From an optimization exercise on the open Yosys and OpenROAD flow, aimed at small area; shortcuts taken in it are not production practice. Function was checked by simulation only, so behaviour that the tests miss may differ from the original.

## ram_tester
module ram_tester
#(
     parameter AXI_ID           = 0
)
(
     input          clk_i
    ,input          rst_i
    ,input          cfg_awvalid_i
    ,input  [31:0]  cfg_awaddr_i
    ,input          cfg_wvalid_i
    ,input  [31:0]  cfg_wdata_i
    ,input  [3:0]   cfg_wstrb_i
    ,input          cfg_bready_i
    ,input          cfg_arvalid_i
    ,input  [31:0]  cfg_araddr_i
    ,input          cfg_rready_i
    ,input          outport_awready_i
    ,input          outport_wready_i
    ,input          outport_bvalid_i
    ,input  [1:0]   outport_bresp_i
    ,input  [3:0]   outport_bid_i
    ,input          outport_arready_i
    ,input          outport_rvalid_i
    ,input  [31:0]  outport_rdata_i
    ,input  [1:0]   outport_rresp_i
    ,input  [3:0]   outport_rid_i
    ,input          outport_rlast_i
    ,output         cfg_awready_o
    ,output         cfg_wready_o
    ,output         cfg_bvalid_o
    ,output [1:0]   cfg_bresp_o
    ,output         cfg_arready_o
    ,output         cfg_rvalid_o
    ,output [31:0]  cfg_rdata_o
    ,output [1:0]   cfg_rresp_o
    ,output         outport_awvalid_o
    ,output [31:0]  outport_awaddr_o
    ,output [3:0]   outport_awid_o
    ,output [7:0]   outport_awlen_o
    ,output [1:0]   outport_awburst_o
    ,output         outport_wvalid_o
    ,output [31:0]  outport_wdata_o
    ,output [3:0]   outport_wstrb_o
    ,output         outport_wlast_o
    ,output         outport_bready_o
    ,output         outport_arvalid_o
    ,output [31:0]  outport_araddr_o
    ,output [3:0]   outport_arid_o
    ,output [7:0]   outport_arlen_o
    ,output [1:0]   outport_arburst_o
    ,output         outport_rready_o
);
Size: about 2200 cells after synthesis, about 410 flip-flops.
==> flow/config.mk <==
export PLATFORM = sky130hd
export DESIGN_NAME = ram_tester
export DESIGN_NICKNAME = ram_tester
export VERILOG_FILES = /design/flow/design.v
export SDC_FILE = /design/flow/constraint.sdc
export NUM_CORES = 4
export LEC_CHECK = 0
export CAP_MARGIN = 20
export CORE_MARGIN = 2
export CORE_UTILIZATION = 50
export SLEW_MARGIN = 20
==> flow/constraint.sdc <==
create_clock -name core_clock -period 10.0 [get_ports {clk_i}]
set_input_delay 2.0000 -clock core_clock [delete_from_list [all_inputs] [get_ports {clk_i}]]
set_output_delay 2.0000 -clock core_clock [all_outputs]
set_load 0.01 [all_outputs]
standard.sh (not shown) runs the stock make flow with config.mk's settings and CLKGATE_MAP_FILE= SYNTH_SCRIPT=/design/flow/synth_recipe.tcl, a recipe that flattens the netlist after the stock synthesis.
==> flow/flow/run.sh <==
#!/bin/bash
# The standard layout (standard.sh: the standard flow's synthesis and ORFS flow), with two
# changes to how the layout is made:
#  - port buffers are sky130_fd_sc_hd__buf_1 (every port still gets one);
#  - CTS builds the tree from clkbuf_8 (clusters of at most 14 sinks within
#    50 um) and inserts no dummy loads.
# ORFS writes each step's full log under orfs/logs/; the make output goes to
# standard.log in this folder.
set -euo pipefail
export BUFFER_PORTS_ARGS="-buffer_cell sky130_fd_sc_hd__buf_1"
export CTS_ARGS="-sink_clustering_enable -repair_clock_nets -dont_use_dummy_load -buf_list sky130_fd_sc_hd__clkbuf_8 -sink_clustering_size 14 -sink_clustering_max_diameter 50"
bash standard.sh > standard.log 2>&1
==> next run, changes <==
==> flow/flow/run.sh (replaced) <==
#!/bin/bash
# The standard layout (standard.sh: the standard flow's synthesis and ORFS flow), with
# these changes to how the layout is made:
#  - synthesis is synth_recipe.tcl with ABC's script swapped for
#    flow/abc.script (flow/synth.tcl);
#  - port buffers are sky130_fd_sc_hd__buf_1 (every port still gets one);
#  - CTS builds the tree from clkbuf_8 (clusters of at most 16 sinks within
#    60 um) and inserts no dummy loads;
#  - floorplan keeps synthesis's single tie-hi/tie-lo cell for the constant
#    outputs instead of one per load (SKIP_REPAIR_TIE_FANOUT).
# ORFS writes each step's full log under orfs/logs/; the make output goes to
# standard.log in this folder.
set -euo pipefail
export FLOW_WORK="$PWD"
export FLOW_ABC_SCRIPT="$PWD/flow/abc.script"
export BUFFER_PORTS_ARGS="-buffer_cell sky130_fd_sc_hd__buf_1"
export SKIP_REPAIR_TIE_FANOUT=1
export CTS_ARGS="-sink_clustering_enable -repair_clock_nets -dont_use_dummy_load -buf_list sky130_fd_sc_hd__clkbuf_8 -sink_clustering_size 16 -sink_clustering_max_diameter 60"
sed "s#SYNTH_SCRIPT=[^ ]*synth_recipe\.tcl#SYNTH_SCRIPT=$PWD/flow/synth.tcl#" standard.sh > standard_abc.sh
grep -q "SYNTH_SCRIPT=$PWD/flow/synth.tcl" standard_abc.sh
bash standard_abc.sh > standard.log 2>&1
grep -q "flow: ABC script" orfs/logs/*/ram_tester/base/1_2_yosys.log
==> flow/flow/abc.script (new file) <==
&get -n
&st
&dch
&nf
&st
&syn2
&dch
&nf
&st
&dch
&nf
&put
buffer -c
topo
stime -c
upsize -c
dnsize -c
==> flow/flow/synth.tcl (new file) <==
# synth_recipe.tcl unchanged, except that ABC maps the logic with
# flow/abc.script (registers are mapped by dfflibmap before ABC runs, so
# they are the standard synthesis's).
trace add variable ::abc_args write flow_abc_script
proc flow_abc_script {args} {
  trace remove variable ::abc_args write flow_abc_script
  set i [lsearch -exact $::abc_args -script]
  lset ::abc_args [expr {$i + 1}] $::env(FLOW_ABC_SCRIPT)
  puts "flow: ABC script $::env(FLOW_ABC_SCRIPT)"
}
source $::env(FLOW_WORK)/synth_recipe.tcl
CORE_UTILIZATION = 70   (was 50)
Sequential share of layout area rose by 1.8 points.
Global-route usage grows by 8.8 points.
Worst setup slack is worse by 0.51 ns.
Flip-flop and latch count is unchanged.
Area after synthesis decreases by 2.1%.
Register-to-register slack degrades by 0.48 ns.

## re-timing with driven ports
The flow's constraints put no driver on any port. The routed layouts listed below were extracted and timed again, unchanged, in two steps.
Step 1 assumes that a clkbuf_16 drives the clock port and a buf_2 every other input.
Step 2 adds t to the input delays and takes it off the output delays; t is the mean of the earliest and latest rising clock arrival at the registers after step 1. Input paths then give back, and output paths get back, about the clock's delay inside the block.
a / b / c = ideal ports / drivers / drivers and shift; a / b = the first two.
run | t, ns | setup slack, ns | worst data-port slew with drivers (ns)
the first run | 0.683 | 1.472 / 1.507 / 0.823 | 0.04
the second run | 0.596 | 0.965 / 0.993 / 0.398 | 0.06
After both steps setup and hold are still met in every run listed. The setup slack of the first run, which loses most, moves by +0.035 ns with the drivers and by -0.649 ns with both steps.
